This is an optimization exercise on Yosys and OpenROAD, whose aim is small area, a short achievable clock period and few clock cycles, not a production implementation.
Only simulation tests tie the RTL to the original design; equivalence was not proved.
Power is estimated from default activity; no workload was simulated.

File: flow/design.v
module reg16b(
	input [15:0] D,
	input en,
	input rst,
	input clk,
	output reg [15:0] Q);
	always @(posedge clk) begin
		if (rst)
			Q <= 16'h0000;
		else if (en)
			Q <= D;
	end
endmodule
module ALU(
	input [15:0] Ra,
	input [15:0] Rb,
	input [1:0] ALUK,
	output reg [15:0] ALUOut);
	always @ (*) begin
		if (ALUK == 2'b00)
			ALUOut = Ra + Rb;
		else if (ALUK == 2'b01)
			ALUOut = Ra & Rb;
		else if (ALUK == 2'b10)
			ALUOut = ~Ra;
		else
			ALUOut = Ra;
	end
endmodule
module EAB(
	input [15:0] IR,
	input [15:0] SR1,
	input [15:0] PC,
	input [1:0] selADDR2MUX,
	input selADDR1MUX,
	output reg [15:0] EABOut);
	wire [15:0] sext11;
	wire [15:0] sext9;
	wire [15:0] sext6;
	reg [15:0] addr1;
	reg [15:0] addr2;
	assign sext11 = { {5{IR[10]}}, IR[10:0] };
	assign sext9  = { {7{IR[8]}},  IR[8:0]  };
	assign sext6  = { {10{IR[5]}}, IR[5:0]  };
	always @ (*) begin
		if (selADDR1MUX)
			addr1 = SR1;
		else
			addr1 = PC;
	end
	always @ (*) begin
		if (selADDR2MUX == 2'b00)
			addr2 = 16'b0;
		else if (selADDR2MUX == 2'b01)
			addr2 = sext6;
		else if (selADDR2MUX == 2'b10)
			addr2 = sext9;
		else
			addr2 = sext11;
	end
	always @ (*) begin
		EABOut = addr1 + addr2;
	end
endmodule
module IR(
	input [15:0] BUS,
	input ldIR,
	output [15:0] IROut,
	input clk,
	input rst);
	reg16b IRreg (
		.D (BUS),
		.en (ldIR),
		.rst (rst),
		.clk (clk),
		.Q (IROut));
endmodule
module MARMUX(
	input [15:0] IR,
	input [15:0] EAB,
	input sel,
	output reg [15:0] MARMUXOut);
	always @ (*) begin
		if (sel)
			MARMUXOut = EAB;
		else
			MARMUXOut = 16'b0 + IR[7:0];
	end
endmodule
module NZP(
	input [15:0] BUS,
	input [15:0] IR,
	input ldCC,
	output reg NVal,
	output reg ZVal,
	output reg PVal,
	input clk,
	input rst);
	reg NCalc, ZCalc, PCalc;
	always @ (*) begin
		if (BUS[15] == 1'b1) begin
			NCalc = 1;
			ZCalc = 0;
			PCalc = 0;
		end else if (BUS == 16'b0) begin
			NCalc = 0;
			ZCalc = 1;
			PCalc = 0;
		end else begin
			NCalc = 0;
			ZCalc = 0;
			PCalc = 1;
		end
	end
	always @(posedge clk) begin
		if (rst) begin
			NVal <= 0;
			ZVal <= 0;
			PVal <= 0;
		end else if (ldCC) begin
			NVal <= NCalc;
			ZVal <= ZCalc;
			PVal <= PCalc;
		end
	end
endmodule
module PC (
	input [15:0] BUS,
	input [15:0] EAB,
	input ldPC,
	input [1:0] selPCMUX,
	output [15:0] PCOut,
	input clk,
	input rst);
	reg [15:0] PC;
	reg16b regPC(
		.D (PC),
		.Q (PCOut),
		.en (ldPC),
		.rst (rst),
		.clk (clk));
	always @ (*) begin
		if (selPCMUX == 2'b00)
			PC = PCOut + 16'd1;
		else if (selPCMUX == 2'b01)
			PC = BUS;
		else
			PC = EAB;
	end
endmodule
module SR2MUX(
	input [4:0] IRImm,
	input [15:0] SR2,
	output reg [15:0] SR2MUXOut,
	input IR5);
	always @ (*) begin
		if (IR5)
			SR2MUXOut = { {11{IRImm[4]}}, IRImm };
		else
			SR2MUXOut = SR2;
	end
endmodule
module RegFile(
	input [2:0] SR1,
	input [2:0] SR2,
	input [2:0] DR,
	output [15:0] R1,
	output [15:0] R2,
	input [15:0] BUS,
	input clk,
	input ldReg,
	input rst,
	input [2:0] regSelExt,
	output [15:0] regOutExt);
	wire [127:0] qAgg;
	wire [7:0] wEnSigs;
	decode328 wSelDec(
		.in (DR),
		.out (wEnSigs));
	genvar i;
	generate
		for (i = 0; i < 8; i = i + 1) begin : regFileRegs
			reg16b regs (BUS, ldReg & wEnSigs[i], rst, clk, qAgg[16*(i+1)-1:16*i]);
		end
	endgenerate
	mux128to16 out1 (
		.in (qAgg),
		.sel (SR1),
		.out (R1));
	mux128to16 out2 (
		.in (qAgg),
		.sel (SR2),
		.out (R2));
	mux128to16 outExt (
		.in (qAgg),
		.sel (regSelExt),
		.out (regOutExt));
endmodule
module decode328(
	input [2:0] in,
	output reg [7:0] out);
	always @ (*) begin
		case (in)
			3'b000:
				out = 8'b00000001;
			3'b001:
				out = 8'b00000010;
			3'b010:
				out = 8'b00000100;
			3'b011:
				out = 8'b00001000;
			3'b100:
				out = 8'b00010000;
			3'b101:
				out = 8'b00100000;
			3'b110:
				out = 8'b01000000;
			default:
				out = 8'b10000000;
		endcase
	end
endmodule
module mux128to16(
	input [127:0] in,
	input [2:0] sel,
	output reg [15:0] out);
	always @ (*) begin
		case (sel)
			3'b000:
				out = in[15:0];
			3'b001:
				out = in[31:16];
			3'b010:
				out = in[47:32];
			3'b011:
				out = in[63:48];
			3'b100:
				out = in[79:64];
			3'b101:
				out = in[95:80];
			3'b110:
				out = in[111:96];
			default:
				out = in[127:112];
		endcase
	end
endmodule
module RAM(
	input [15:0] BUS,
	output [15:0] MDROut,
	output [15:0] MAROut,
	input ldMDR,
	input ldMAR,
	input selMDR,
	input clk,
	input rst,
	input [15:0] memOut);
	reg [15:0] MDRIn;
	always @ (*) begin
		if (selMDR)
			MDRIn = memOut;
		else
			MDRIn = BUS;
	end
	reg16b regMDR(
		.D (MDRIn),
		.en (ldMDR),
		.rst (rst),
		.clk (clk),
		.Q (MDROut));
	reg16b regMAR(
		.D (BUS),
		.en (ldMAR),
		.rst (rst),
		.clk (clk),
		.Q (MAROut));
endmodule
module FSM(
	input [15:0] IR,
	input [15:0] BUS,
	input NVal,
	input ZVal,
	input PVal,
	input memValid,
	output reg gateMARMUX,
	output reg gatePC,
	output reg gateALU,
	output reg gateMDR,
	output reg selMARMUX,
	output reg [1:0] selPCMUX,
	output reg selADDR1MUX,
	output reg [1:0] selADDR2MUX,
	output reg selMDR,
	output reg ldPC,
	output reg ldReg,
	output reg ldIR,
	output reg ldMDR,
	output reg ldMAR,
	output reg ldCC,
	output reg [2:0] dSR1,
	output reg [2:0] dSR2,
	output reg [2:0] dDR,
	output reg [1:0] dALUK,
	output reg dMemReq,
	output reg [5:0] FSM_state,
	input clk,
	input rst);
	reg [5:0] FSM_next;
	always @ (posedge clk) begin
		if (rst)
			FSM_state <= 6'd18;
		else
			FSM_state <= FSM_next;
	end
	always @ (*) begin
		gateMARMUX = 0; gatePC = 0;        gateALU = 0;      gateMDR = 0;
		selMARMUX = 0;  selPCMUX = 2'b00;  selADDR1MUX = 0;  selADDR2MUX = 2'b00;  selMDR = 0;
		ldPC = 0;       ldReg = 0;         ldIR = 0;         ldMDR = 0;            ldMAR = 0;
		ldCC = 0;
		dSR1 = 3'b000;  dSR2 = 3'b000;     dDR = 3'b000;     dALUK = 2'b11;        dMemReq = 0;
		FSM_next = FSM_state;
		case (FSM_state)
			18: begin
				gatePC = 1;
				ldPC = 1; ldMAR = 1;
				FSM_next = 6'd33;
			end
			33: begin
				dMemReq = 1;
				FSM_next = 6'd34;
			end
			34: begin
				selMDR = 1;
				if (memValid) begin
					ldMDR = 1;
					FSM_next = 6'd35;
				end
			end
			35: begin
				gateMDR = 1;
				ldIR = 1;
				FSM_next = 6'd32;
			end
			32: begin
				FSM_next = { 2'b00, IR[15:12] };
			end
			1: begin
				gateALU = 1;
				ldReg = 1; ldCC = 1;
				dSR1 = IR[8:6]; dSR2 = IR[2:0];    dDR = IR[11:9];   dALUK = 2'b00;
				FSM_next = 6'd18;
			end
			5: begin
				gateALU = 1;
				ldReg = 1; ldCC = 1;
				dSR1 = IR[8:6]; dSR2 = IR[2:0];    dDR = IR[11:9];   dALUK = 2'b01;
				FSM_next = 6'd18;
			end
			9: begin
				gateALU = 1;
				ldReg = 1; ldCC = 1;
				dSR1 = IR[8:6]; dSR2 = 3'b000;     dDR = IR[11:9];   dALUK = 2'b10;
				FSM_next = 6'd18;
			end
			15: begin
				gateMARMUX = 1;
				selMARMUX = 0;
				ldMAR = 1;
				FSM_next = 6'd28;
			end
			28: begin
				gatePC = 1;
				ldReg = 1;
				dDR = 3'b111;
				dMemReq = 1;
				FSM_next = 6'd29;
			end
			29: begin
				selMDR = 1;
				if (memValid) begin
					ldMDR = 1;
					FSM_next = 6'd30;
				end
			end
			30: begin
				gateMDR = 1;
				selPCMUX = 2'b01;
				ldPC = 1;
				FSM_next = 6'd18;
			end
			14: begin
				gateMARMUX = 1;
				selMARMUX = 1;  selADDR1MUX = 0;  selADDR2MUX = 2'b10;
				ldReg = 1; ldCC = 1;
				dDR = IR[11:9];
				FSM_next = 6'd18;
			end
			12: begin
				selPCMUX = 2'b10; selADDR1MUX = 1;  selADDR2MUX = 2'b00;
				ldPC = 1;
				dSR1 = IR[8:6];
				FSM_next = 6'd18;
			end
			default: begin
			end
		endcase
	end
endmodule
module lc3(
	input clk,
	input rst,
	output memReq,
	output [15:0] memAddr,
	input memValid,
	input [15:0] memData,
	input [2:0] regSelExt,
	output [15:0] regOutExt,
	output NVal,
	output ZVal,
	output PVal);
	wire [15:0] PCOut;
	wire [15:0] IROut;
	wire [15:0] MARMUXOut;
	wire [15:0] BUS;
	wire [5:0] FSM_state;
	wire [15:0] EABOut;
	wire [15:0] ALUOut;
	wire [15:0] SR1Out;
	wire [15:0] SR2Out;
	wire [15:0] MDROut;
	wire [15:0] MAROut;
	wire gateMARMUX;
	wire gatePC;
	wire gateALU;
	wire gateMDR;
	wire selMARMUX;
	wire [1:0] selPCMUX;
	wire selADDR1MUX;
	wire [1:0] selADDR2MUX;
	wire selMDR;
	wire ldPC;
	wire ldReg;
	wire ldIR;
	wire ldMDR;
	wire ldMAR;
	wire ldCC;
	wire [2:0] dSR1;
	wire [2:0] dSR2;
	wire [2:0] dDR;
	wire [1:0] dALUK;
	wire dMemReq;
	wire [15:0] ALURbIn;
	assign memReq = dMemReq;
	assign memAddr = MAROut;
	assign BUS = ({16{gatePC}}     & PCOut)
	           | ({16{gateALU}}    & ALUOut)
	           | ({16{gateMARMUX}} & MARMUXOut)
	           | ({16{gateMDR}}    & MDROut);
	FSM FSM0(
		.IR (IROut),
		.BUS (BUS),
		.NVal (NVal),
		.ZVal (ZVal),
		.PVal (PVal),
		.memValid (memValid),
		.gateMARMUX (gateMARMUX),
		.gatePC (gatePC),
		.gateALU (gateALU),
		.gateMDR (gateMDR),
		.selMARMUX (selMARMUX),
		.selPCMUX (selPCMUX),
		.selADDR1MUX (selADDR1MUX),
		.selADDR2MUX (selADDR2MUX),
		.selMDR (selMDR),
		.ldPC (ldPC),
		.ldReg (ldReg),
		.ldIR (ldIR),
		.ldMDR (ldMDR),
		.ldMAR (ldMAR),
		.ldCC (ldCC),
		.dSR1 (dSR1),
		.dSR2 (dSR2),
		.dDR (dDR),
		.dALUK (dALUK),
		.dMemReq (dMemReq),
		.FSM_state (FSM_state),
		.clk (clk),
		.rst (rst));
	PC PC0(
		.BUS (BUS),
		.EAB (EABOut),
		.ldPC (ldPC),
		.selPCMUX (selPCMUX),
		.PCOut (PCOut),
		.clk (clk),
		.rst (rst));
	IR IR0(
		.BUS (BUS),
		.ldIR (ldIR),
		.IROut (IROut),
		.clk (clk),
		.rst (rst));
	SR2MUX ALURb(
		.IRImm (IROut[4:0]),
		.SR2 (SR2Out),
		.SR2MUXOut (ALURbIn),
		.IR5 (IROut[5]));
	ALU ALU0(
		.Ra (SR1Out),
		.Rb (ALURbIn),
		.ALUK (dALUK),
		.ALUOut (ALUOut));
	RegFile RegFile0(
		.SR1 (dSR1),
		.SR2 (dSR2),
		.DR (dDR),
		.R1 (SR1Out),
		.R2 (SR2Out),
		.BUS (BUS),
		.clk (clk),
		.ldReg (ldReg),
		.rst (rst),
		.regSelExt (regSelExt),
		.regOutExt (regOutExt));
	EAB EAB0(
		.IR (IROut),
		.SR1 (SR1Out),
		.PC (PCOut),
		.selADDR1MUX (selADDR1MUX),
		.selADDR2MUX (selADDR2MUX),
		.EABOut (EABOut));
	MARMUX MARMUX0(
		.IR (IROut),
		.EAB (EABOut),
		.sel (selMARMUX),
		.MARMUXOut (MARMUXOut));
	RAM RAM0(
		.BUS (BUS),
		.MDROut (MDROut),
		.MAROut (MAROut),
		.ldMDR (ldMDR),
		.ldMAR (ldMAR),
		.selMDR (selMDR),
		.clk (clk),
		.rst (rst),
		.memOut (memData));
	NZP NZP0(
		.BUS (BUS),
		.IR (IROut),
		.ldCC (ldCC),
		.NVal (NVal),
		.ZVal (ZVal),
		.PVal (PVal),
		.clk (clk),
		.rst (rst));
endmodule
File: flow/run.sh
#!/bin/bash
# synth_recipe.tcl (not shown) runs the flow's synth.tcl, then flattens the netlist and writes it again
# the make line also repeats each setting of config.mk as NAME=value (left out here)
make -C /OpenROAD-flow-scripts/flow DESIGN_CONFIG=/design/flow/config.mk WORK_HOME=/design/flow/orfs CLKGATE_MAP_FILE= SYNTH_SCRIPT=/design/flow/synth_recipe.tcl finish
File: flow/config.mk
export PLATFORM = sky130hd
export DESIGN_NAME = lc3
export DESIGN_NICKNAME = lc3
export VERILOG_FILES = /design/flow/design.v
export SDC_FILE = /design/flow/constraint.sdc
export NUM_CORES = 4
export LEC_CHECK = 0
export CAP_MARGIN = 20
export CORE_MARGIN = 2
export CORE_UTILIZATION = 40
export PLACE_DENSITY = 0.6
export SLEW_MARGIN = 20
File: flow/constraint.sdc
create_clock -name core_clock -period 6.0 [get_ports {clk}]
set_input_delay 1.2000 -clock core_clock [delete_from_list [all_inputs] [get_ports {clk}]]
set_output_delay 1.2000 -clock core_clock [all_outputs]
set_load 0.01 [all_outputs]
==> results.ini, run 1 <==
[drt]
ant_nets = 0
num_vias = 13924
drt_iter0_markers = 1743
wirelength_mm = 54.4
viasPerCell = 6.41
firstDrtPassIters = 7
drcViolationCount = 0
wire_per_inst_um = 25.0

[timing]
fmax_ghz = 0.182
finalClockSkew_ns = 0.0143
period_needed_ns = 5.51
finalMaxSlewViolations = 0
hold_viol_final = 0
setup_viol = 0
rsz0062_at_grt = false
holdWs_ns = 0.498
maxSlewHeadroom_pct = 32.3
fin_setup_tns_ns = 0
finalCritPeriodShare_pct = 91.8
tightestPinTransition_ns = 1.01

[logic_synthesis]
synth_fp_nets = 1768
ys_seq_area_share_pct = 30.3
syn_avg_cell_area_sq_um = 7.77
yosysWarnings = 11
synth-async-reset-ratio_pct = 0
syn_area_sq_um = 13300
synth.distinct_cells = 81
synth_edf_count = 0
syn_inst = 1711
ys.flop_type = dfxtp_1
synth.ff_latch_count = 201

[cts]
postCtsSetupBuffers = 0
cts_hold_buf = 0
clockBufferDepth = 3
cts-buffers-inserted = 24
root_buffer = clkbuf_16
cts_tree = yes
cts_resized = 0
htreeDepth = 1
insertion_delay_ns = 0.54
clkTransAtPathRegs_ns = 0.07
cts.sinks = 201

[final_layout]
fin_util_pct = 46.9
nNetsFinal = 1770
diodes = 0
layout_common_cells = 288 x nor2_1, 199 x dfxtp_1, 161 x a211oi_1, 148 x nand2_1
final_common_cell = nor2_1
area_growth_pct = 15.0
drive_gt1_share_pct = 11.3

[grt]
grt_usage_pct = 31.1
grt_pass1_vias = 12906
antenna_found_initial = 1
grt_max_degree = 161
grt_pass1_wl_mm = 81.6
grt_overflow = 0

[setup_path]
cp_max_fo = 15
cp-start-kind = flip-flop
path_delay_family = simple AND/OR/NAND/NOR gates
critical-path-slowest-cell = or4b_1
path_class = flip-flop to flip-flop
path_cells = or4b_1 -> nor2_4 -> nand2_1 -> nor3b_2 -> a221oi_1 -> nand2_1 -> o21ai_0 -> o21ai_0 -> ha_1 -> a211oi_1 -> o21ai_1 -> a31oi_1 -> o311ai_1 -> or4_1 -> and3_1 -> a211oi_2 -> and3_1 -> nand4_1 -> a32o_1
worst_ep_required_time_ns = 6.44
cp.arrival_ns = 5.95
crit_buf_inv = 0
max_stage_delay_ns = 0.78
crit_path_end_kind = flip-flop

[floorplanning]
row_count = 66
core-area_sq_um = 32600
die_width_um = 186
ios = 58
fp.dieH_um = 186
dieArea_sq_um = 34700
start_util_pct = 40.8

[placed_design]
gp_congestion = 0.987
dpl.hpwl_mm = 38.7
io_buffer_count = 57

[min_path]
hp-class = flip-flop to flip-flop

[power_and_ir_drop]
p_leak_nw = 5.72
pwr_density_cell_nw_per_um2 = 337
irDropWorstVdd_v = 0.000299

[flow_run]
maxCapViolations = 0

[run_status]
status = timing/DRC/antenna clean

area by class of cell:
class | count | area, sq um
clock buffers | 33 | 716
fillers | 3281 | 17300
well taps | 442 | 553
repair buffers | 136 | 1190
flip-flops and latches | 201 | 4030
clock inverters | 11 | 96.3
multi-input cells | 1336 | 8650
inverters | 14 | 52.6
metal layers:
metal | vias to the layer above | wire, um | global-route usage, %
li1 | 6406 | - | -
met1 | 6662 | 23200 | 43.0
met2 | 729 | 24200 | 49.0
met3 | 125 | 4940 | 5.22
met4 | 2 | 2040 | 10.7
met5 | - | 10 | 0
logic make-up (layout without fill, tap and decap cells):
logic type	count (synthesis)	count (layout)	synth area share (%)
AO/OA/AOI/OAI	591	591	32.0
AND/OR/NAND/NOR	592	592	19.7
flip-flops	201	201	30.3
adder cells (fa/ha/maj)	35	35	3.41
XOR/XNOR	37	37	2.44
multiplexers	81	81	7.04
buffers and inverters	174	194	5.16
worst paths after layout:
| check | startpoint | endpoint | slack [ns] | depth (start not counted) |
|---|---|---|---|---|
| min | IR0.IRreg.Q[14]$_SDFFE_PP0P_ | IR0.IRreg.Q[14]$_SDFFE_PP0P_ | 0.50 | 2 |
| max | FSM0.FSM_state[4]$_SDFFE_PP1P_ | NZP0.PVal$_SDFFE_PP0N_ | 0.49 | 19 |
| min reg2reg | IR0.IRreg.Q[14]$_SDFFE_PP0P_ | IR0.IRreg.Q[14]$_SDFFE_PP0P_ | 0.50 | 2 |
| max reg2reg | FSM0.FSM_state[4]$_SDFFE_PP1P_ | NZP0.PVal$_SDFFE_PP0N_ | 0.49 | 19 |
per-stage QoR:
stage               instances  instance area [sq um]  setup slack, ns  power, mW
global placement         2129                  14500            0.753       3.60
global route             2173                  15300           0.0488       5.39
floorplan                1711                  13300            0.852       2.90
finish                   2173                  15300            0.494       5.15
CTS                      2173                  15300            0.617       5.11
detailed placement       2129                  14500            0.623       3.61
power by group:
| part | switching, mW | internal, mW | leakage (nW) |
|---|---|---|---|
| clock network | 0.624 | 0.879 | 0.400 |
| logic | 1.24 | 0.740 | 3.69 |
| registers | 0.187 | 1.48 | 1.63 |
| total | 2.05 | 3.10 | 5.72 |
Yosys cell counts, types with 9 or more instances:
cell / number / area (sq um)
a221oi_1: 41 / 359
a21o_1: 24 / 180
nand2_1: 148 / 556
o21ai_0: 77 / 385
nor2b_1: 19 / 119
xor2_1: 18 / 158
xnor2_1: 19 / 166
clkbuf_1: 128 / 480
nand2b_1: 14 / 87.6
ha_1: 33 / 413
nor2_1: 293 / 1100
and3_1: 24 / 150
mux2_2: 30 / 338
dfxtp_1: 201 / 4020
a21oi_1: 77 / 385
a22o_1: 10 / 87.6
o211a_1: 13 / 130
o211ai_1: 11 / 82.6
nand3_1: 19 / 95.1
o22ai_1: 14 / 87.6
a31oi_1: 18 / 113
buf_2: 23 / 115
mux2i_1: 44 / 440
o221ai_1: 9 / 78.8
a222oi_1: 19 / 190
inv_1: 14 / 52.6
nor3_1: 22 / 110
a211oi_1: 162 / 1220
and2_1: 11 / 68.8
a211o_1: 13 / 114
a22oi_1: 32 / 240
tightest hold or removal path: cells and delay by family, from the launching register on:
kind            cells  cell delay [ns]
simple gates        1             0.09
compound gates      1             0.05
flops               1             0.31
registers in the layout (all words and copies together), names as in the netlist:
register and cells:
PC0.regPC.Q 16, RegFile0.regFileRegs.regs.Q 128, IR0.IRreg.Q 16, NZP0.NVal 1
FSM0.FSM_state 6, NZP0.ZVal 1, RAM0.regMDR.Q 16, NZP0.PVal 1
RAM0.regMAR.Q 16
Testbench counts, summed over its fixed seeds: cycles 71,390.
==> run 2: changes to the inputs <==
==> flow/design.v (replaced) <==
module lc3(
	input clk,
	input rst,
	output memReq,
	output [15:0] memAddr,
	input memValid,
	input [15:0] memData,
	input [2:0] regSelExt,
	output [15:0] regOutExt,
	output reg NVal,
	output reg ZVal,
	output reg PVal);
	reg started;       
	reg vec;           
	reg [15:0] A;      
	reg [127:0] R;     
	function [15:0] rd;
		input [127:0] rf;
		input [2:0] s;
		case (s)
			3'd0: rd = rf[15:0];
			3'd1: rd = rf[31:16];
			3'd2: rd = rf[47:32];
			3'd3: rd = rf[63:48];
			3'd4: rd = rf[79:64];
			3'd5: rd = rf[95:80];
			3'd6: rd = rf[111:96];
			default: rd = rf[127:112];
		endcase
	endfunction
	wire [3:0] op = memData[15:12];
	wire isJMP  = ~op[1] & ~op[0];
	wire isLEA  =  op[1] & ~op[0];
	wire isTRAP =  op[1] &  op[0];
	wire exec = memValid & ~vec;
	wire [15:0] a = rd(R, memData[8:6]);
	wire [15:0] r2 = rd(R, memData[2:0]);
	wire [15:0] b = memData[5] ? {{11{memData[4]}}, memData[4:0]} : r2;
	wire [15:0] sum = a + b;
	wire [15:0] aluOut = op[3] ? ~a : (op[2] ? (a & b) : sum);
	wire [15:0] pcInc = A + 16'd1;
	wire [15:0] lea = A + {{7{memData[8]}}, memData[8:0]} + 16'd1;
	wire [15:0] aob = a | b;
	wire zsum = &((a ^ b) ~^ {aob[14:0], 1'b0});
	wire zres = op[1] ? (lea == 16'd0)
	          : op[3] ? (&a)
	          : op[2] ? ((a & b) == 16'd0)
	          : zsum;
	wire nres = op[1] ? lea[15] : aluOut[15];
	wire [15:0] wd = isTRAP ? pcInc : (isLEA ? lea : aluOut);
	wire [2:0] wdr = isTRAP ? 3'd7 : memData[11:9];
	wire we = exec & (op[1] | op[0]);
	wire ldCC = exec & (op[1] ^ op[0]);
	assign memReq = ~started | memValid;
	assign memAddr = vec ? memData
	               : (started & isJMP) ? a
	               : (started & isTRAP) ? {8'h00, memData[7:0]}
	               : pcInc;
	assign regOutExt = rd(R, regSelExt);
	always @(posedge clk) begin
		if (rst) begin
			started <= 1'b0;
			vec <= 1'b0;
			A <= 16'hFFFF;
		end else begin
			if (memReq) begin
				started <= 1'b1;
				A <= memAddr;
			end
			if (memValid)
				vec <= ~vec & isTRAP;
		end
	end
	genvar i;
	generate
		for (i = 0; i < 8; i = i + 1) begin : regs
			always @(posedge clk) begin
				if (rst)
					R[16*i +: 16] <= 16'd0;
				else if (we && wdr == i)
					R[16*i +: 16] <= wd;
			end
		end
	endgenerate
	always @(posedge clk) begin
		if (rst) begin
			NVal <= 1'b0;
			ZVal <= 1'b0;
			PVal <= 1'b0;
		end else if (ldCC) begin
			NVal <= nres;
			ZVal <= zres;
			PVal <= ~nres & ~zres;
		end
	end
endmodule
==> results.ini, run 2 <==
[setup_path]
cp.arrival_ns = 4.27  ; -1.68 ns
cp-start-kind = input port
r2r_end = R[13]$_SDFFE_PP0P_
cp_max_fo = 26  ; +11
reg2regPathDepth = 14  ; -5
worst_ep_required_time_ns = 4.80  ; -1.64 ns
r2r_slack_ns = 1.74  ; +1.25 ns
path_class = input port to primary output
path_cells = buf_2 -> buf_4 -> mux2_2 -> a221oi_1 -> a31oi_1 -> o22ai_1 -> buf_4 -> o22ai_1 -> mux2_2 -> clkdlybuf4s50_1
crit_path_end_kind = primary output
critical-path-slowest-cell = buf_2
max_stage_delay_ns = 0.52  ; -0.26 ns
rr_startpoint = R[67]$_SDFFE_PP0P_

[logic_synthesis]
synth.ff_latch_count = 149  ; -26%
synthTopCellsByCount = 220 x nand2_1, 193 x nor2_1, 149 x dfxtp_1
syn_avg_cell_area_sq_um = 7.46  ; -4.0%
synth_compound_area_share_pct = 27.5  ; -4.4 points
syn_area_sq_um = 11900  ; -11%
synth.distinct_cells = 78  ; -3.7%
synth-simple-area-share_pct = 21.7  ; +2.0 points
synth_top_family_by_area = compound AO/OA/AOI/OAI gates
yosysWarnings = 1  ; -10
synth-async-reset-ratio_pct = 0  ; unchanged
syn_inst = 1595  ; -6.8%
yosysMostFrequentCell = nand2_1
synth_area_leaders = dfxtp_1 25%, nand2_1 6.9%, nor2_1 6.1%, a21oi_1 6.1%, ha_1 5.3%
yosys.area_share.adder_pct = 5.43  ; +2.0 points
synthMuxAreaShare_pct = 11.0  ; +4.0 points
post-synth-top-area-cell = dfxtp_1
synth_fp_nets = 1668  ; -5.7%
ys_seq_area_share_pct = 25.1  ; -5.2 points
synth_edf_count = 0  ; unchanged
synthXorXnorAreaFrac_pct = 3.46  ; +1.0 points
netlist.area_leader.share_pct = 25.1  ; -5.2 points
ys.flop_type = dfxtp_1

[cts]
cts_tree = yes
postCtsSetupBuffers = 0  ; unchanged
cts-buffers-inserted = 17  ; -29%
clkTransAtPathRegs_ns = 0.08  ; about the same
cts_resized = 0  ; unchanged
cts_hold_buf = 0  ; unchanged
root_buffer = clkbuf_16
insertion_delay_ns = 0.45  ; -0.09 ns
cts.sinks = 149  ; -26%
htreeDepth = 4  ; +3
clockBufferDepth = 2  ; -1

[timing]
holdWs_ns = 0.486  ; -0.0126 ns
rsz0062_at_grt = false
setup_viol = 0  ; unchanged
period_needed_ns = 5.47  ; -0.0357 ns
finalCritPeriodShare_pct = 91.2  ; -0.59 points
finalClockSkew_ns = 0.0127  ; -0.00161 ns
maxSlewHeadroom_pct = 25.7  ; -6.6 points
tightestPinTransition_ns = 1.11  ; +0.101 ns
fmax_ghz = 0.183  ; +0.65%
finalMaxSlewViolations = 0  ; unchanged
fin_setup_tns_ns = 0  ; unchanged
hold_viol_final = 0  ; unchanged

[drt]
wirelength_mm = 48.1  ; -12%
num_vias = 12723  ; -8.6%
firstDrtPassIters = 6  ; -1
drt_iter0_markers = 1838  ; +5.5%
ant_nets = 0  ; unchanged
drcViolationCount = 0  ; unchanged
wire_per_inst_um = 23.8  ; -4.8%
viasPerCell = 6.31  ; -1.6%

[flow_run]
maxCapViolations = 0  ; unchanged

[final_layout]
final_common_cell = nand2_1
area_growth_pct = 13.5
diodes = 0  ; unchanged
largest_reg_flops = 128  ; unchanged
layout_common_cells = 220 x nand2_1, 189 x nor2_1, 149 x dfxtp_1, 144 x a21oi_1, 67 x o21ai_0
regMostFlops = R
reg_top3 = R x128, A x16
drive_gt1_share_pct = 11.8  ; +0.54 points
stdcell_area_sq_um = 13500  ; -12%
nNetsFinal = 1687  ; -4.7%

[power_and_ir_drop]
p_sw_share_pct = 39.5  ; -0.40 points
intPower_mw = 2.04  ; -34%
p_seq_share_pct = 32.5  ; +0.2 points
p_comb_share_pct = 35.1  ; -3.4 points
clockPowerShare_pct = 32.3  ; +3.1 points
p_leak_nw = 5.04  ; -12%
finalPower_mw = 3.38  ; -34%
pwr_density_cell_nw_per_um2 = 250  ; -26%
power_switching_mw = 1.33  ; -35%
irDropWorstVdd_v = 0.000147  ; -51%

[min_path]
whs_path_depth = 2  ; unchanged
hp-class = flip-flop to flip-flop
hold_end = R[19]$_SDFFE_PP0P_
worstHoldStart = R[19]$_SDFFE_PP0P_

[grt]
grt_pass1_vias = 11656  ; -9.7%
grt_pass1_wl_mm = 72.5  ; -11%
grt_usage_pct = 30.6  ; -0.46 points
grt_overflow = 0  ; unchanged
antenna_found_initial = 0  ; -1
grt_max_degree = 62  ; -61%

[floorplanning]
die_width_um = 176  ; -5.3%
dieArea_sq_um = 31100  ; -10%
fp.dieH_um = 176  ; -5.3%
start_util_pct = 40.4  ; -0.40 points
ios = 58  ; unchanged
core-area_sq_um = 29500  ; -9.6%
row_count = 63  ; -4.5%

[placed_design]
dpl.hpwl_mm = 35.7  ; -7.8%
placed_area_sq_um = 12900  ; -11%
io_buffer_count = 57  ; unchanged
gp_congestion = 0.999  ; +1.1%

[run_status]
status = timing/DRC/antenna clean

[run 2: cell count changes after synthesis, sizes merged, moves of 22 or more]
cell	change
a211oi	-113
nor2	-101
nand2	+73
a21oi	+68
dfxtp	-52
clkbuf	-43
inv	+34
a221oi	-22
[run 2: kinds of logic after synthesis]
kind of cell	count (synthesis)
flip-flops	149
AND/OR/NAND/NOR	586
adder cells (fa/ha/maj)	51
XOR/XNOR	47
multiplexers	98
AO/OA/AOI/OAI	493
buffers and inverters	171
[run 2: routing by layer]
| layer | vias to the layer above | wire, um | global-route usage [%] |
|---|---|---|---|
| met5 | - | 0 | 0 |
| met4 | 0 | 1780 | 11.2 |
| met3 | 108 | 4030 | 4.69 |
| met2 | 705 | 21300 | 48.1 |
| met1 | 6054 | 21000 | 42.4 |
| li1 | 5856 | - | - |
[run 2: through the flow]
step / setup WS, ns / utilization, % / instances
floorplan: 1.06 / - / 1595
global placement: 0.297 / 43.9 / 1985
detailed placement: 0.374 / 43.9 / 1985
CTS: 0.621 / 45.8 / 2017
global route: 0.428 / 45.8 / 2017
finish: 0.530 / 45.8 / 2017
[run 2: final cells by class]
class / count / area (sq um)
multi-input cells: 1275 / 8250
well taps: 390 / 488
flip-flops and latches: 149 / 2980
clock inverters: 14 / 116
clock buffers: 18 / 439
inverters: 54 / 203
fillers: 3005 / 16000
repair buffers: 117 / 1020
[run 2: worst max-delay path, delay by kind of cell]
kind	cells	cell delay (ns)
buffers and inverters	4	1.60
AOI/OAI and AO/OA	4	0.76
muxes	2	0.67
[run 2: worst max-delay path by stage]
stage	from	endpoint	slack, ns	depth (start not counted)
after floorplan	memData[0]	R[124]$_SDFFE_PP0P_	1.06	18
after global placement	memData[2]	PVal$_SDFFE_PP0P_	0.30	17
after detailed placement	memData[7]	PVal$_SDFFE_PP0P_	0.37	17
after CTS	memData[7]	memAddr[9]	0.62	10
after global routing	memData[1]	R[124]$_SDFFE_PP0P_	0.43	16
final	memData[7]	memAddr[9]	0.53	10
[run 2: power by group through the flow]
stage / registers, mW / clock network (mW) / logic, mW
2_1_floorplan: 1.09 / 0 / 0.753
3_3_place_gp: 1.12 / 0 / 1.16
3_5_place_dp: 1.12 / 0 / 1.16
4_1_cts: 1.10 / 1.09 / 1.16
5_1_grt: 1.10 / 1.13 / 1.27
6_report: 1.10 / 1.09 / 1.19
Testbench counts of run 2, summed over its fixed seeds: cycles 12,107.
==> run 3: changes to the inputs <==
==> flow/design.v (replaced) <==
module lc3(
	input clk,
	input rst,
	output memReq,
	output [15:0] memAddr,
	input memValid,
	input [15:0] memData,
	input [2:0] regSelExt,
	output [15:0] regOutExt,
	output reg NVal,
	output reg ZVal,
	output reg PVal);
	reg started;       
	reg vec;           
	reg ev;            
	reg [15:0] IR;     
	reg [15:0] A;      
	reg [127:0] R;     
	function [15:0] rd;
		input [127:0] rf;
		input [7:0] s;
		integer k;
		begin
			rd = 16'd0;
			for (k = 0; k < 8; k = k + 1)
				rd = rd | ({16{s[k]}} & rf[16*k +: 16]);
		end
	endfunction
	function [7:0] dec;
		input [2:0] s;
		dec = 8'd1 << s;
	endfunction
	wire resp = memValid & ~vec;                  
	wire mJMP  = ~memData[13] & ~memData[12];
	wire mTRAP =  memData[13] &  memData[12];
	wire [3:0] op = IR[15:12];
	wire xJMP   = ev & ~op[1] & ~op[0];
	wire isLEA  =  op[1] & ~op[0];
	wire isTRAP =  op[1] &  op[0];
	wire isNOT  = ~op[1] &  op[3];
	wire isAND  = ~op[1] & ~op[3] & op[2];
	wire [15:0] a = rd(R, dec(IR[8:6]) & {8{~isLEA}}) | ({16{isLEA}} & A);
	wire [15:0] r2 = rd(R, dec(IR[2:0]));
	wire [15:0] imm = isLEA ? {{7{IR[8]}}, IR[8:0]} : {{11{IR[4]}}, IR[4:0]};
	wire [15:0] b = (IR[5] | isLEA) ? imm : r2;
	wire [15:0] sum = a + b;
	wire [15:0] aInc = A + 16'd1;
	wire [15:0] wd = isTRAP ? aInc
	               : isNOT ? ~a
	               : isAND ? (a & b)
	               : sum;
	wire [2:0] wdr = isTRAP ? 3'd7 : IR[11:9];
	wire we = ev & (op[1] | op[0]);
	wire ldCC = ev & (op[1] ^ op[0]);
	assign memReq = ~started | xJMP | (memValid & (vec | ~mJMP));
	assign memAddr = vec ? memData
	               : xJMP ? a
	               : (resp & mTRAP) ? {8'h00, memData[7:0]}
	               : aInc;
	assign regOutExt = rd(R, dec(regSelExt));
	always @(posedge clk) begin
		if (rst) begin
			started <= 1'b0;
			vec <= 1'b0;
			ev <= 1'b0;
			A <= 16'hFFFF;
		end else begin
			started <= 1'b1;
			ev <= resp;
			if (memValid)
				vec <= ~vec & mTRAP;
			if (memReq & ~(resp & mTRAP))
				A <= memAddr;
		end
	end
	always @(posedge clk)
		IR <= memData;
	wire [15:0] wdat = rst ? 16'd0 : wd;
	genvar i;
	generate
		for (i = 0; i < 8; i = i + 1) begin : regs
			always @(posedge clk)
				if (rst || (we && wdr == i))
					R[16*i +: 16] <= wdat;
		end
	endgenerate
	reg ccp;           
	reg ccN;
	reg [3:0] ccZ;
	always @(posedge clk) begin
		ccN <= wd[15];
		ccZ <= {~|wd[15:12], ~|wd[11:8], ~|wd[7:4], ~|wd[3:0]};
	end
	wire zres = &ccZ;
	always @(posedge clk) begin
		if (rst) begin
			ccp <= 1'b0;
			NVal <= 1'b0;
			ZVal <= 1'b0;
			PVal <= 1'b0;
		end else begin
			ccp <= ldCC;
			if (ccp) begin
				NVal <= ccN;
				ZVal <= zres;
				PVal <= ~ccN & ~zres;
			end
		end
	end
endmodule
==> flow/flow/run.sh (new file) <==
#!/bin/bash
# The standard layout (the standard.sh, every ORFS step unchanged), except
# that the port buffers that ORFS's global placement inserts are buf_4 cells
# instead of the cell buffer_ports picks by itself (a slow delay buffer).
# make's full output goes to standard.log in this folder; ORFS's own per-step
# logs are under orfs/logs/.
set -euo pipefail
export BUFFER_PORTS_ARGS="-buffer_cell sky130_fd_sc_hd__buf_4"
bash standard.sh "BUFFER_PORTS_ARGS=-buffer_cell sky130_fd_sc_hd__buf_4" finish > standard.log 2>&1
==> flow/standard.sh (new file) <==
#!/bin/bash
# synth_recipe.tcl (not shown) runs the flow's synth.tcl, then flattens the netlist and writes it again
# the make line also repeats each setting of config.mk as NAME=value (left out here)
make -C /OpenROAD-flow-scripts/flow DESIGN_CONFIG=/design/flow/config.mk WORK_HOME=/design/flow/orfs CLKGATE_MAP_FILE= SYNTH_SCRIPT=/design/flow/synth_recipe.tcl "${@:-finish}"
--- a/flow/config.mk
+++ b/flow/config.mk
@@ -11,2 +11,3 @@
 export PLACE_DENSITY = 0.6
+export SETUP_SLACK_MARGIN = 2.0
 export SLEW_MARGIN = 20
removed: flow/run.sh
==> results.ini, run 3 <==
[logic_synthesis]
synth_fp_nets = 1005  ; -40%
synth.ff_latch_count = 172  ; +15%
synth_edf_count = 128  ; +128
syn_inst = 962  ; -40%
syn_avg_cell_area_sq_um = 10.8  ; +45%
post-synth-top-area-cell = edfxtp_1
synth_area_leaders = edfxtp_1 37%, dfxtp_1 8.5%, mux2i_1 3.5%, a221oi_1 3.4%, a22oi_1 3.2%
yosysWarnings = 1  ; unchanged
synthTopCellsByCount = 128 x edfxtp_1, 81 x nor2_1, 54 x a21oi_1
synth-async-reset-ratio_pct = 0  ; unchanged
synth.distinct_cells = 75  ; -3.8%
ys_seq_area_share_pct = 45.4  ; +20 points
yosysMostFrequentCell = edfxtp_1
syn_area_sq_um = 10400  ; -13%
ys.flop_type = edfxtp_1
netlist.area_leader.share_pct = 36.9  ; +12 points

[setup_path]
crit_top_cell = buf_6
max_stage_delay_ns = 0.33  ; -0.19 ns
path_class = flip-flop to primary output
crit_path_end_kind = primary output
path_cells = inv_2 -> ha_4 -> buf_6 -> and4b_4 -> buf_12 -> a222oi_1 -> nand3_1 -> a221oi_4 -> o22ai_2 -> mux2_4 -> buf_6
reg2regPathDepth = 19  ; +5
rr_startpoint = IR[12]$_DFF_P_
worst_ep_required_time_ns = 4.80  ; about the same
r2r_end = R[30]$_DFFE_PP_
critical-path-slowest-cell = dfxtp_2
crit_buf_inv = 4  ; unchanged
cp-start-kind = flip-flop
cp_max_fo = 7  ; -73%
cp.arrival_ns = 2.99  ; -1.28 ns
r2r_slack_ns = 1.86  ; +0.12 ns
path_delay_family = compound AO/OA/AOI/OAI gates

[placed_design]
io_buffer_count = 57  ; unchanged
dp_slack_ns = 0.757  ; +0.383 ns
dpl.hpwl_mm = 27.7  ; -22%
gp_congestion = 0.962  ; -3.7%

[timing]
finalClockSkew_ns = 0.0101  ; -0.00257 ns
tightestPinTransition_ns = 1.18  ; +0.0655 ns
rsz0062_at_grt = true
setup_slack_ns = 1.81  ; +1.28 ns
maxSlewHeadroom_pct = 20.5  ; -5.2 points
fmax_ghz = 0.238  ; +30%
finalCritPeriodShare_pct = 69.9  ; -21 points
hold_viol_final = 0  ; unchanged
period_needed_ns = 4.19  ; -1.28 ns
setup_viol = 0  ; unchanged
fin_setup_tns_ns = 0  ; unchanged
finalMaxSlewViolations = 0  ; unchanged

[min_path]
hp-class = flip-flop to flip-flop
whs_path_depth = 2  ; unchanged
hold_end = PVal$_SDFFE_PP0P_
worstHoldStart = PVal$_SDFFE_PP0P_

[final_layout]
nNetsFinal = 1112  ; -34%
reg_top3 = R x128, A x16, IR x16
regMostFlops = R
diodes = 0  ; unchanged
drive_gt1_share_pct = 32.7  ; +21 points
area_growth_pct = 25.4
layout_common_cells = 128 x edfxtp_1, 120 x buf_4, 66 x nor2_1, 52 x nand2_1, 51 x a21oi_1
final_common_cell = edfxtp_1
largest_reg_flops = 128  ; unchanged

[flow_run]
maxCapViolations = 0  ; unchanged

[cts]
cts_hold_buf = 0  ; unchanged
htreeDepth = 4  ; unchanged
insertion_delay_ns = 0.45  ; about the same
cts_tree = yes
root_buffer = clkbuf_16
clockBufferDepth = 2  ; unchanged
cts-buffers-inserted = 17  ; unchanged
cts.sinks = 172  ; +15%
clkTransAtPathRegs_ns = 0.07  ; about the same

[grt]
grt_usage_pct = 29.7  ; -0.91 points
grt_pass1_wl_mm = 58.4  ; -19%
grt_overflow = 0  ; unchanged
grt_pass1_vias = 8837  ; -24%
grt_max_degree = 36  ; -42%
antenna_found_initial = 0  ; unchanged

[power_and_ir_drop]
irDropWorstVdd_v = 0.000197  ; +33%
p_leak_nw = 4.93  ; -2.1%
pwr_density_cell_nw_per_um2 = 320  ; +28%

[run_status]
status = timing/DRC/antenna clean

[drt]
drt_iter0_markers = 1424  ; -23%
viasPerCell = 6.77  ; +7.4%
firstDrtPassIters = 11  ; +5
num_vias = 9589  ; -25%
wirelength_mm = 40.9  ; -15%
drcViolationCount = 0  ; unchanged
wire_per_inst_um = 28.9  ; +21%
ant_nets = 0  ; unchanged

[floorplanning]
ios = 58  ; unchanged
row_count = 59  ; -6.3%
die_width_um = 165  ; -6.3%
fp.dieH_um = 165  ; -6.3%
core-area_sq_um = 25800  ; -12%
start_util_pct = 40.3  ; -0.067 points
dieArea_sq_um = 27300  ; -12%

## run 3: cell count changes in the layout (fill, tap and decap cells not counted), sizes merged, moves of 32 or more
cell,delta
nand2,-168
o21ai,-47
a21oi,-91
nor3,-32
a211oi,-40
clkdlybuf4s50,-49
edfxtp,+128
a221oi,+37
nor2,-112
dfxtp,-105
buf,+86
## run 3: cell families (layout without fill, tap and decap cells)
kind of cell,count (synthesis),after routing,share of synthesized area [%]
fa+ha+maj,21,21,2.60
compound gates,331,331,25.0
simple gates,253,253,12.6
mux,74,74,8.65
flops,172,172,45.4
xor+xnor,20,20,1.68
buf+inv,91,210,4.10
## run 3: cell type report
type | count | area, sq um
fill | 2320 | 12800
multi-input combinational | 699 | 5900
sequential | 172 | 4750
timing repair buffer | 154 | 1310
clock buffer | 17 | 425
tap | 335 | 419
clock inverter | 14 | 133
inverter | 25 | 110
## run 3: repair_timing
item | in CTS | in global routing
setup endpoints to repair | 165 | 144
gates cloned | 0 | 1
buffers inserted | 40 | 29
pin swaps | 30 | 46
gates resized for setup | 110 | 65
## run 3: layer usage
layer	vias to the layer above	GRT usage, %	share of wire, %
li1	4069	-	-
met1	4689	40.4	40
met2	689	45.9	45
met3	142	7.47	11
met4	0	10.9	4.3
met5	-	0	0
## run 3: worst min-delay path, delay by kind of cell (launching register included)
family / cells / cell delay, ns
mux: 1 / 0.06
flops: 1 / 0.33
simple gates: 1 / 0.07
## run 3: how the worst max path moves through the flow
stage | cells after the start | start | to
2_1_floorplan | 17 | IR[12]$_DFF_P_ | R[110]$_DFFE_PP_
3_3_place_gp | 14 | IR[13]$_DFF_P_ | R[63]$_DFFE_PP_
3_5_place_dp | 17 | IR[12]$_DFF_P_ | R[124]$_DFFE_PP_
4_1_cts | 11 | IR[12]$_DFF_P_ | memAddr[10]
5_1_grt | 17 | IR[12]$_DFF_P_ | R[111]$_DFFE_PP_
6_report | 11 | IR[12]$_DFF_P_ | memAddr[10]
## run 3: where the power goes
part,internal (mW),leakage [nW],total (mW),switching [mW]
clock network,0.577,0.271,1.09,0.513
logic,0.626,2.99,1.40,0.775
registers,1.49,1.67,1.68,0.192
total,2.70,4.93,4.18,1.48
## run 3: metrics by stage
stage | std cells | hold slack, ns | utilization [%] | power (mW) | area (sq um)
floorplan | 962 | 0.464 | - | 2.37 | 10400
global placement | 1315 | 0.478 | 43.3 | 2.82 | 11200
detailed placement | 1315 | 0.487 | 43.3 | 2.81 | 11200
CTS | 1386 | 0.505 | 48.4 | 4.02 | 12500
global route | 1416 | 0.531 | 50.5 | 4.32 | 13000
finish | 1416 | 0.499 | 50.5 | 4.18 | 13000
Testbench counts of run 3, summed over its fixed seeds: cycles 13,268.
==> run 4: changes to the inputs <==
--- a/flow/design.v
+++ b/flow/design.v
@@ -37,3 +37,2 @@
 	wire xJMP   = ev & ~op[1] & ~op[0];
-	wire isLEA  =  op[1] & ~op[0];
 	wire isTRAP =  op[1] &  op[0];
@@ -41,4 +40,11 @@
 	wire isAND  = ~op[1] & ~op[3] & op[2];
-	wire [15:0] a = rd(R, dec(IR[8:6]) & {8{~isLEA}}) | ({16{isLEA}} & A);
-	wire [15:0] r2 = rd(R, dec(IR[2:0]));
+	reg isLEA;
+	reg [7:0] s1, s2;
+	always @(posedge clk) begin
+		isLEA <= memData[13] & ~memData[12];
+		s1 <= (memData[13] & ~memData[12]) ? 8'd0 : dec(memData[8:6]);
+		s2 <= dec(memData[2:0]);
+	end
+	wire [15:0] a = rd(R, s1) | ({16{isLEA}} & A);
+	wire [15:0] r2 = rd(R, s2);
 	wire [15:0] imm = isLEA ? {{7{IR[8]}}, IR[8:0]} : {{11{IR[4]}}, IR[4:0]};
@@ -47,6 +53,8 @@
 	wire [15:0] aInc = A + 16'd1;
-	wire [15:0] wd = isTRAP ? aInc
-	               : isNOT ? ~a
-	               : isAND ? (a & b)
-	               : sum;
+	wire selSum = ~rst & ~isTRAP & ~isNOT & ~isAND;
+	wire [15:0] other = rst ? 16'd0
+	                  : isTRAP ? aInc
+	                  : isNOT ? ~a
+	                  : (a & b);
+	wire [15:0] wd = selSum ? sum : other;
 	wire [2:0] wdr = isTRAP ? 3'd7 : IR[11:9];
@@ -57,3 +65,3 @@
 	               : xJMP ? a
-	               : (resp & mTRAP) ? {8'h00, memData[7:0]}
+	               : (started & mTRAP) ? {8'h00, memData[7:0]}
 	               : aInc;
@@ -77,3 +85,2 @@
 		IR <= memData;
-	wire [15:0] wdat = rst ? 16'd0 : wd;
 	genvar i;
@@ -83,3 +90,3 @@
 				if (rst || (we && wdr == i))
-					R[16*i +: 16] <= wdat;
+					R[16*i +: 16] <= wd;
 		end
--- a/flow/config.mk
+++ b/flow/config.mk
@@ -9,5 +9,6 @@
 export CORE_MARGIN = 2
-export CORE_UTILIZATION = 40
-export PLACE_DENSITY = 0.6
-export SETUP_SLACK_MARGIN = 2.0
+export CORE_UTILIZATION = 55
+export PLACE_DENSITY = 0.75
+export SETUP_SLACK_MARGIN = 2.5
 export SLEW_MARGIN = 20
+export TNS_END_PERCENT = 10
==> results.ini, run 4 <==
[run_status]
status = timing/DRC/antenna clean

[floorplanning]
die_width_um = 140  ; -15%
dieArea_sq_um = 19700  ; -28%
ios = 58  ; unchanged
fp.dieH_um = 140  ; -15%
row_count = 49  ; -17%
start_util_pct = 56.5  ; +16 points
core-area_sq_um = 18100  ; -30%

[drt]
ant_nets = 0  ; unchanged
wirelength_mm = 38.7  ; -5.5%
viasPerCell = 7.69  ; +14%
wire_per_inst_um = 30.2  ; +4.3%
firstDrtPassIters = 10  ; -1
num_vias = 9871  ; +2.9%
drt_iter0_markers = 1782  ; +25%
drcViolationCount = 0  ; unchanged

[logic_synthesis]
syn_inst = 959  ; -0.31%
ys_seq_area_share_pct = 49.5  ; +4.1 points
synthTopCellsByCount = 128 x edfxtp_1, 70 x nor2_1, 67 x clkbuf_1
netlist.area_leader.share_pct = 37.6  ; +0.66 points
synth_edf_count = 128  ; unchanged
synth_area_leaders = edfxtp_1 38%, dfxtp_1 12%, a221oi_1 4.4%, a22oi_1 3.9%, a22o_1 3.2%
synth_fp_nets = 1000  ; -0.50%
synth.ff_latch_count = 189  ; +9.9%
syn_avg_cell_area_sq_um = 10.7  ; -1.4%
yosysMostFrequentCell = edfxtp_1
synth.distinct_cells = 66  ; -12%
post-synth-top-area-cell = edfxtp_1
ys.flop_type = edfxtp_1
yosysWarnings = 1  ; unchanged
syn_area_sq_um = 10200  ; -1.8%
synth-async-reset-ratio_pct = 0  ; unchanged

[power_and_ir_drop]
pwr_density_cell_nw_per_um2 = 356  ; +11%
finalPower_mw = 4.49  ; +7.6%
clockPowerShare_pct = 24.9  ; -1.2 points
p_leak_nw = 4.76  ; -3.5%
irDropWorstVdd_v = 0.000272  ; +38%
power_switching_mw = 1.63  ; +9.8%
p_seq_share_pct = 42.6  ; +2.3 points
p_comb_share_pct = 32.5  ; -1.1 points
intPower_mw = 2.87  ; +6.3%
p_sw_share_pct = 36.2  ; +0.74 points

[placed_design]
placed_area_sq_um = 10800  ; -3.7%
dpl.hpwl_mm = 24.0  ; -14%
gp_congestion = 1.03  ; +6.8%
dp_slack_ns = 1.56  ; +0.799 ns
place_inst = 1182  ; -10%
io_buffer_count = 57  ; unchanged

[timing]
finalMaxSlewViolations = 0  ; unchanged
fmax_ghz = 0.268  ; +12%
setup_viol = 0  ; unchanged
finalCritPeriodShare_pct = 62.2  ; -7.7 points
hold_viol_final = 0  ; unchanged
maxSlewHeadroom_pct = 24.3  ; +3.8 points
tightestPinTransition_ns = 1.13  ; -0.0470 ns
holdWs_ns = 0.525  ; +0.0261 ns
period_needed_ns = 3.73  ; -0.459 ns
finalClockSkew_ns = 0.0115  ; +0.00136 ns
rsz0062_at_grt = true
fin_setup_tns_ns = 0  ; unchanged
setup_slack_ns = 2.27  ; +0.459 ns

[setup_path]
critical-path-slowest-cell = o22ai_1
cp_max_fo = 24  ; +17
worst_ep_required_time_ns = 4.80  ; about the same
r2r_end = ccZ[2]$_DFF_P_
max_stage_delay_ns = 0.41  ; +0.08 ns
cp-start-kind = input port
reg2regPathDepth = 13  ; -6
path_delay_family = compound AO/OA/AOI/OAI gates
path_cells = buf_16 -> nor2_2 -> a221oi_1 -> o22ai_1 -> buf_4
crit_buf_inv = 2  ; -2
path_class = input port to primary output
r2r_slack_ns = 2.40  ; +0.54 ns
rr_startpoint = R[32]$_DFFE_PP_
crit_path_end_kind = primary output
cp.arrival_ns = 2.53  ; -0.46 ns

[final_layout]
reg_top3 = R x128, A x16, IR x16
diodes = 0  ; unchanged
area_growth_pct = 23.4
nNetsFinal = 1082  ; -2.7%
layout_common_cells = 128 x edfxtp_1, 118 x buf_4, 64 x nor2_1, 55 x nand2_1, 51 x a22oi_1
stdcell_area_sq_um = 12600  ; -3.3%
regMostFlops = R
final_common_cell = edfxtp_1
fin_util_pct = 69.8  ; +19 points
seq_area_sq_um = 5140  ; +8.3%
largest_reg_flops = 128  ; unchanged
multi_input_area_sq_um = 5320  ; -9.9%
fillers = 1250  ; -46%
drive_gt1_share_pct = 28.7  ; -4.1 points
instances_no_fill = 1283  ; -9.4%

[cts]
clkTransAtPathRegs_ns = 0.08  ; about the same
cts_tree = yes
cts-buffers-inserted = 17  ; unchanged
cts_hold_buf = 0  ; unchanged
cts.sinks = 189  ; +9.9%
root_buffer = clkbuf_16
insertion_delay_ns = 0.45  ; about the same
htreeDepth = 4  ; unchanged
clockBufferDepth = 2  ; unchanged

[min_path]
hp-class = flip-flop to flip-flop
whs_path_depth = 2  ; unchanged
worstHoldStart = NVal$_SDFFE_PP0P_
hold_end = NVal$_SDFFE_PP0P_

[grt]
grt_max_degree = 32  ; -11%
grt-busiest-layer = met2
grt_usage_pct = 37.9  ; +8.2 points
met2_usage_pct = 55.4  ; +9.4 points
grt_overflow = 0  ; unchanged
antenna_found_initial = 0  ; unchanged
gr-usage-met3_pct = 8.75  ; +1.3 points
grt_pass1_wl_mm = 55.5  ; -5.1%
grt_pass1_vias = 8866  ; +0.33%
globalRouteMet1Util_pct = 52.2  ; +12 points

[flow_run]
maxCapViolations = 0  ; unchanged

run 4: worst max-delay path by stage:
stage,from,endpoint,slack [ns],depth (start not counted)
floorplan,isLEA$_DFF_P_,R[111]$_DFFE_PP_,2.44,15
global placement,isLEA$_DFF_P_,R[111]$_DFFE_PP_,1.58,13
detailed placement,isLEA$_DFF_P_,R[111]$_DFFE_PP_,1.56,13
CTS,regSelExt[0],regOutExt[9],2.37,8
global route,regSelExt[0],regOutExt[1],2.26,8
finish,regSelExt[1],regOutExt[4],2.27,5
run 4: cells by family after synthesis:
kind of cell,share of synthesized area [%]
AOI/OAI and AO/OA,25.9
xor gates and xnor gates,2.37
adders and majority gates,2.32
buffers and inverters,3.35
DFF,49.5
muxes,5.31
and+or+nand+nor,11.3
run 4: metal layers:
metal	up-vias	share of wire, %
met5	-	0
met4	0	7.5
met3	256	14
met2	980	42
met1	4620	36
li1	4015	-
run 4: area by class of cell:
class	instances	share of cell area (%)
clock buffer	17	3.37
clock inverter	15	1.20
inverter	19	0.664
multi-input combinational	680	42.1
sequential	189	40.7
tap	229	2.27
timing repair buffer	134	9.65
run 4: repair_timing:
item / CTS / global route
gates cloned: 4 / 1
pin swaps: 17 / 43
endpoints found under the setup margin: 109 / 117
buffers inserted: 31 / 32
gates resized for setup: 93 / 55
run 4: worst register-to-register path: stages, from the launching register on:
cell and delay [ns]:
edfxtp_1 0.45, a222oi_1 0.41, nand3_1 0.26, ha_2 0.27
a21o_1 0.20, a21o_1 0.19, a21o_1 0.19, o22a_1 0.26
a211oi_4 0.29, buf_4 0.16, o31ai_1 0.08, xnor2_1 0.29
o22ai_4 0.14, nor4_2 0.32
run 4: power by group through the flow:
stage	combinational (mW)	sequential (mW)	clock, mW
finish	1.46	1.91	1.12
global route	1.53	1.93	1.17
CTS	1.25	1.89	1.11
detailed placement	1.12	1.92	0
global placement	1.12	1.92	0
floorplan	0.789	1.80	0
Testbench counts of run 4, summed over its fixed seeds: cycles 13,268.
==> run 5: changes to the inputs <==
--- a/flow/design.v
+++ b/flow/design.v
@@ -15,2 +15,3 @@
 	reg ev;            
+	reg xJMP;          
 	reg [15:0] IR;     
@@ -28,2 +29,23 @@
 	endfunction
+	function [15:0] add16;
+		input [15:0] x;
+		input [15:0] y;
+		reg [15:0] g, p, gn, pn;
+		integer lvl, k;
+		begin
+			g = x & y;
+			p = x ^ y;
+			for (lvl = 1; lvl < 16; lvl = lvl * 2) begin
+				gn = g;
+				pn = p;
+				for (k = lvl; k < 16; k = k + 1) begin
+					gn[k] = g[k] | (p[k] & g[k - lvl]);
+					pn[k] = p[k] & p[k - lvl];
+				end
+				g = gn;
+				p = pn;
+			end
+			add16 = x ^ y ^ {g[14:0], 1'b0};
+		end
+	endfunction
 	function [7:0] dec;
@@ -36,3 +58,2 @@
 	wire [3:0] op = IR[15:12];
-	wire xJMP   = ev & ~op[1] & ~op[0];
 	wire isTRAP =  op[1] &  op[0];
@@ -40,3 +61,3 @@
 	wire isAND  = ~op[1] & ~op[3] & op[2];
-	reg isLEA;
+	reg isLEA, useImm;
 	reg [7:0] s1, s2;
@@ -44,2 +65,3 @@
 		isLEA <= memData[13] & ~memData[12];
+		useImm <= memData[5] | (memData[13] & ~memData[12]);
 		s1 <= (memData[13] & ~memData[12]) ? 8'd0 : dec(memData[8:6]);
@@ -50,4 +72,4 @@
 	wire [15:0] imm = isLEA ? {{7{IR[8]}}, IR[8:0]} : {{11{IR[4]}}, IR[4:0]};
-	wire [15:0] b = (IR[5] | isLEA) ? imm : r2;
-	wire [15:0] sum = a + b;
+	wire [15:0] b = useImm ? imm : r2;
+	wire [15:0] sum = add16(a, b);
 	wire [15:0] aInc = A + 16'd1;
@@ -62,7 +84,13 @@
 	wire ldCC = ev & (op[1] ^ op[0]);
-	assign memReq = ~started | xJMP | (memValid & (vec | ~mJMP));
-	assign memAddr = vec ? memData
-	               : xJMP ? a
-	               : (started & mTRAP) ? {8'h00, memData[7:0]}
-	               : aInc;
+	wire [15:0] R7 = R[127:112];
+	wire retNow = (memData[8:6] == 3'd7) & ~(we & (wdr == 3'd7));
+	assign memReq = ~started | xJMP | (memValid & (vec | ~mJMP | retNow));
+	wire selMD  = vec | (~xJMP & started & mTRAP);  
+	wire selA   = ~vec & xJMP;                       
+	wire selR7  = ~vec & ~xJMP & started & mJMP;     
+	wire selInc = ~vec & ~xJMP & ~(started & (mTRAP | mJMP));
+	assign memAddr = ({16{selMD}} & {memData[15:8] & {8{vec}}, memData[7:0]})
+	               | ({16{selA}} & a)
+	               | ({16{selR7}} & R7)
+	               | ({16{selInc}} & aInc);
 	assign regOutExt = rd(R, dec(regSelExt));
@@ -73,2 +101,3 @@
 			ev <= 1'b0;
+			xJMP <= 1'b0;
 			A <= 16'hFFFF;
@@ -77,2 +106,3 @@
 			ev <= resp;
+			xJMP <= resp & mJMP & ~retNow;
 			if (memValid)
==> results.ini, run 5 <==
[power_and_ir_drop]
intPower_mw = 2.73  ; -4.6%
p_comb_share_pct = 29.0  ; -3.5 points
pwr_density_cell_nw_per_um2 = 358  ; +0.70%
p_seq_share_pct = 45.3  ; +2.7 points
irDropWorstVdd_v = 0.000201  ; -26%
clockPowerShare_pct = 25.7  ; +0.8 points
power_switching_mw = 1.49  ; -8.5%
p_sw_share_pct = 35.3  ; -0.94 points
p_leak_nw = 4.40  ; -7.5%

[setup_path]
path_class = flip-flop to flip-flop
cp_max_fo = 16  ; -33%
cp.arrival_ns = 3.91  ; +1.38 ns
crit_path_end_kind = flip-flop
crit_start = s2[7]$_SDFF_PN0_
rr_startpoint = s2[7]$_SDFF_PN0_
reg2regPathDepth = 11  ; -2
worst_ep_required_time_ns = 6.10  ; +1.30 ns
cp-start-kind = flip-flop

[timing]
fin_setup_tns_ns = 0  ; unchanged
period_needed_ns = 3.81  ; +0.0722 ns
tightestPinTransition_ns = 1.11  ; -0.0194 ns
rsz0062_at_grt = true
finalCritPeriodShare_pct = 63.4  ; +1.2 points
fmax_ghz = 0.263  ; -1.9%
maxSlewHeadroom_pct = 25.6  ; +1.3 points
holdWs_ns = 0.499  ; -0.0257 ns
setup_slack_ns = 2.19  ; -0.0722 ns
finalClockSkew_ns = 0.0118  ; +0.000316 ns
finalMaxSlewViolations = 0  ; unchanged
hold_viol_final = 0  ; unchanged
setup_viol = 0  ; unchanged

[cts]
root_buffer = clkbuf_16
insertion_delay_ns = 0.45  ; about the same
cts.sinks = 191  ; +1.1%
cts_tree = yes
clkTransAtPathRegs_ns = 0.07  ; about the same
cts-buffers-inserted = 17  ; unchanged
htreeDepth = 4  ; unchanged
clockBufferDepth = 2  ; unchanged

[floorplanning]
core-area_sq_um = 18000  ; -0.68%
fp.dieH_um = 139  ; -0.79%
ios = 58  ; unchanged
start_util_pct = 56.0  ; -0.54 points
die_width_um = 139  ; -0.79%
dieArea_sq_um = 19400  ; -1.6%
row_count = 49  ; unchanged

[min_path]
hp-class = flip-flop to flip-flop
worstHoldStart = ev$_SDFF_PP0_
whs_path_depth = 1  ; -1

[grt]
grt_pass1_wl_mm = 53.5  ; -3.6%
antenna_found_initial = 0  ; unchanged
grt_max_degree = 42  ; +31%
grt_pass1_vias = 8639  ; -2.6%
grt_overflow = 0  ; unchanged
grt_usage_pct = 36.8  ; -1.2 points

[logic_synthesis]
synthXorXnorAreaFrac_pct = 2.44  ; +0.064 points
synth_compound_area_share_pct = 24.1  ; -1.8 points
ys_seq_area_share_pct = 50.7  ; +1.2 points
yosysMostFrequentCell = edfxtp_1
synth_fp_nets = 978  ; -2.2%
synth-async-reset-ratio_pct = 0  ; unchanged
netlist.area_leader.share_pct = 38.2  ; +0.62 points
synth_top_family_by_area = compound AO/OA/AOI/OAI gates
ys.flop_type = edfxtp_1
post-synth-top-area-cell = edfxtp_1
synth.ff_latch_count = 191  ; +1.1%
syn_avg_cell_area_sq_um = 10.8  ; +1.0%
syn_inst = 934  ; -2.6%
synthMuxAreaShare_pct = 5.62  ; +0.31 points
synth.distinct_cells = 59  ; -11%
synth-simple-area-share_pct = 11.1  ; -0.16 points
synthTopCellsByCount = 128 x edfxtp_1, 73 x nand2_1, 63 x dfxtp_1
yosysWarnings = 1  ; unchanged
synth_area_leaders = edfxtp_1 38%, dfxtp_1 13%, a22oi_1 4.6%, a222oi_1 3.8%, a221oi_1 3.0%
syn_area_sq_um = 10100  ; -1.6%
synth_edf_count = 128  ; unchanged
yosys.area_share.adder_pct = 2.74  ; +0.41 points

[drt]
wl_met1_mm = 13.1  ; -6.2%
drt_iter0_markers = 2005  ; +13%
wire_per_inst_um = 29.8  ; -1.2%
firstDrtPassIters = 10  ; unchanged
dr_wl_met2_mm = 15.3  ; -7.0%
viasPerCell = 7.62  ; -0.96%
wl_met3_mm = 5.65  ; +5.6%
top_layer = met4
wirelength_mm = 36.2  ; -6.6%
num_vias = 9243  ; -6.4%
drcViolationCount = 0  ; unchanged
ant_nets = 0  ; unchanged

[final_layout]
reg_top3 = R x128, A x16, IR x16
drive_gt1_share_pct = 21.6  ; -7.1 points
layout_common_cells = 128 x edfxtp_1, 77 x buf_4, 73 x nand2_1, 59 x a22oi_1, 59 x nor2_1
area_growth_pct = 17.1
final_common_cell = edfxtp_1
nNetsFinal = 1014  ; -6.3%
regMostFlops = R
stdcell_area_sq_um = 11800  ; -6.7%
largest_reg_flops = 128  ; unchanged

[placed_design]
dpl.hpwl_mm = 22.7  ; -5.2%
io_buffer_count = 57  ; unchanged
dp_slack_ns = 1.72  ; +0.161 ns
placed_area_sq_um = 10600  ; -2.0%
gp_congestion = 0.986  ; -4.0%

[run_status]
status = timing/DRC/antenna clean

[flow_run]
maxCapViolations = 0  ; unchanged

-- run 5: changes by cell type in the layout (fill, tap and decap cells not counted), moves of 8 or more --
| cell | previous run | this run |
|---|---|---|
| buf_4 | 118 | 77 |
| a222oi_1 | 16 | 38 |
| nand2_1 | 55 | 73 |
| dfxtp_4 | 17 | 6 |
| o22a_1 | 11 | 0 |
| a221oi_2 | 14 | 4 |
| ha_1 | 10 | 20 |
| o21ai_0 | 36 | 26 |
| a211o_1 | 0 | 8 |
| a22oi_1 | 51 | 59 |
| dfxtp_1 | 37 | 45 |
| inv_1 | 16 | 8 |
| xor2_1 | 9 | 17 |
-- run 5: path summary, 6_finish.rpt --
kind	endpoint	slack, ns
hold reg to reg	ccp$_SDFF_PP0_	0.50
hold / removal	ccp$_SDFF_PP0_	0.50
setup reg to reg	R[21]$_DFFE_PP_	2.19
setup / recovery	R[21]$_DFFE_PP_	2.19
-- run 5: cells by family after synthesis --
group | count (synthesis)
DFF | 191
buffers and inverters | 85
xor gates and xnor gates | 28
and+or+nand+nor | 236
AOI/OAI and AO/OA | 325
adders and majority gates | 22
muxes | 47
-- run 5: per-layer routing --
metal | vias to the layer above | track usage, %
met2 | 854 | 53.8
met5 | - | 0
met4 | 0 | 18.0
met3 | 202 | 12.7
li1 | 3816 | -
met1 | 4371 | 49.0
-- run 5: what timing repair did --
| item | 4_1_cts | 5_1_grt |
|---|---|---|
| hold buffers | 0 | 0 |
| pin swaps | 23 | 15 |
| setup endpoints to repair | 125 | 133 |
| gates resized for setup | 90 | 20 |
| buffers inserted | 18 | 5 |
| hold endpoints to repair | 0 | 0 |
| cloned | 4 | 0 |
-- run 5: metrics by stage --
| step | utilization, % | std cells | total power, mW |
|---|---|---|---|
| 6_report | 65.6 | 1213 | 4.22 |
| 5_1_grt | 65.6 | 1212 | 4.35 |
| 4_1_cts | 64.9 | 1207 | 4.11 |
| 3_5_place_dp | 58.7 | 1153 | 2.90 |
| 3_3_place_gp | 58.7 | 1153 | 2.89 |
| 2_1_floorplan | - | 934 | 2.50 |
-- run 5: layout make-up --
| class | instances | area, sq um |
|---|---|---|
| Tap cell | 229 | 287 |
| Inverter | 11 | 46.3 |
| Sequential cell | 191 | 5140 |
| Antenna cell | 1 | 2.50 |
| Multi-Input combinational cell | 661 | 4990 |
| Fill cell | 1364 | 6180 |
| Timing Repair Buffer | 88 | 759 |
| Clock buffer | 18 | 429 |
| Clock inverter | 14 | 120 |
-- run 5: critical path, stage by stage (launching register included) --
cell and delay (ns):
dfxtp_2 0.49, a22oi_1 0.26, nand4_1 0.23, mux2_4 0.33, ha_1 0.30, inv_1 0.10
nor2_1 0.08, o21a_1 0.18, a221o_1 0.40, buf_4 0.17, xnor2_1 0.12, o22ai_1 0.80
-- run 5: power groups by stage --
| stage | clock, mW | sequential [mW] | combinational [mW] |
|---|---|---|---|
| floorplan | 0 | 1.80 | 0.695 |
| global placement | 0 | 1.92 | 0.975 |
| global route | 1.13 | 1.92 | 1.30 |
| finish | 1.08 | 1.91 | 1.22 |
| CTS | 1.08 | 1.89 | 1.14 |
| detailed placement | 0 | 1.92 | 0.984 |
Testbench counts of run 5, summed over its fixed seeds: cycles 12,904.

==> what the ideal ports hide <==
In the flow no input, the clock included, has a driving cell. The finished layouts below were timed again as built, in two steps. Step 1 sets driving cells, clkbuf_16 on the clock port and buf_2 on the other inputs (assumed; they add their load-dependent delay and slew). Step 2, shift: input delay + t, output delay - t, t = (earliest + latest rising clock arrival at the registers) / 2. This alone moves slack from input paths to output paths. Slacks: no drivers / after step 1 / after step 2; pairs: no drivers / after step 1.
run	t, ns	setup WS [ns]	latest minus earliest clock arrival (ns)	worst register clock-pin slew, ns
run 1	0.589	0.494 / 0.494 / 0.494	0.014 / 0.015	0.07 / 0.07
run 2	0.494	0.530 / 0.503 / 0.178	0.013 / 0.013	0.08 / 0.08
run 3	0.492	1.806 / 1.758 / 1.856	0.010 / 0.010	0.08 / 0.08
run 4	0.488	2.266 / 2.168 / 1.991	0.012 / 0.012	0.08 / 0.08
run 5	0.490	2.193 / 2.193 / 1.870	0.012 / 0.012	0.08 / 0.08
After both steps setup and hold are still met in every run listed. The setup slack of run 2, which loses most, moves by -0.027 ns with the drivers and by -0.352 ns with both steps.
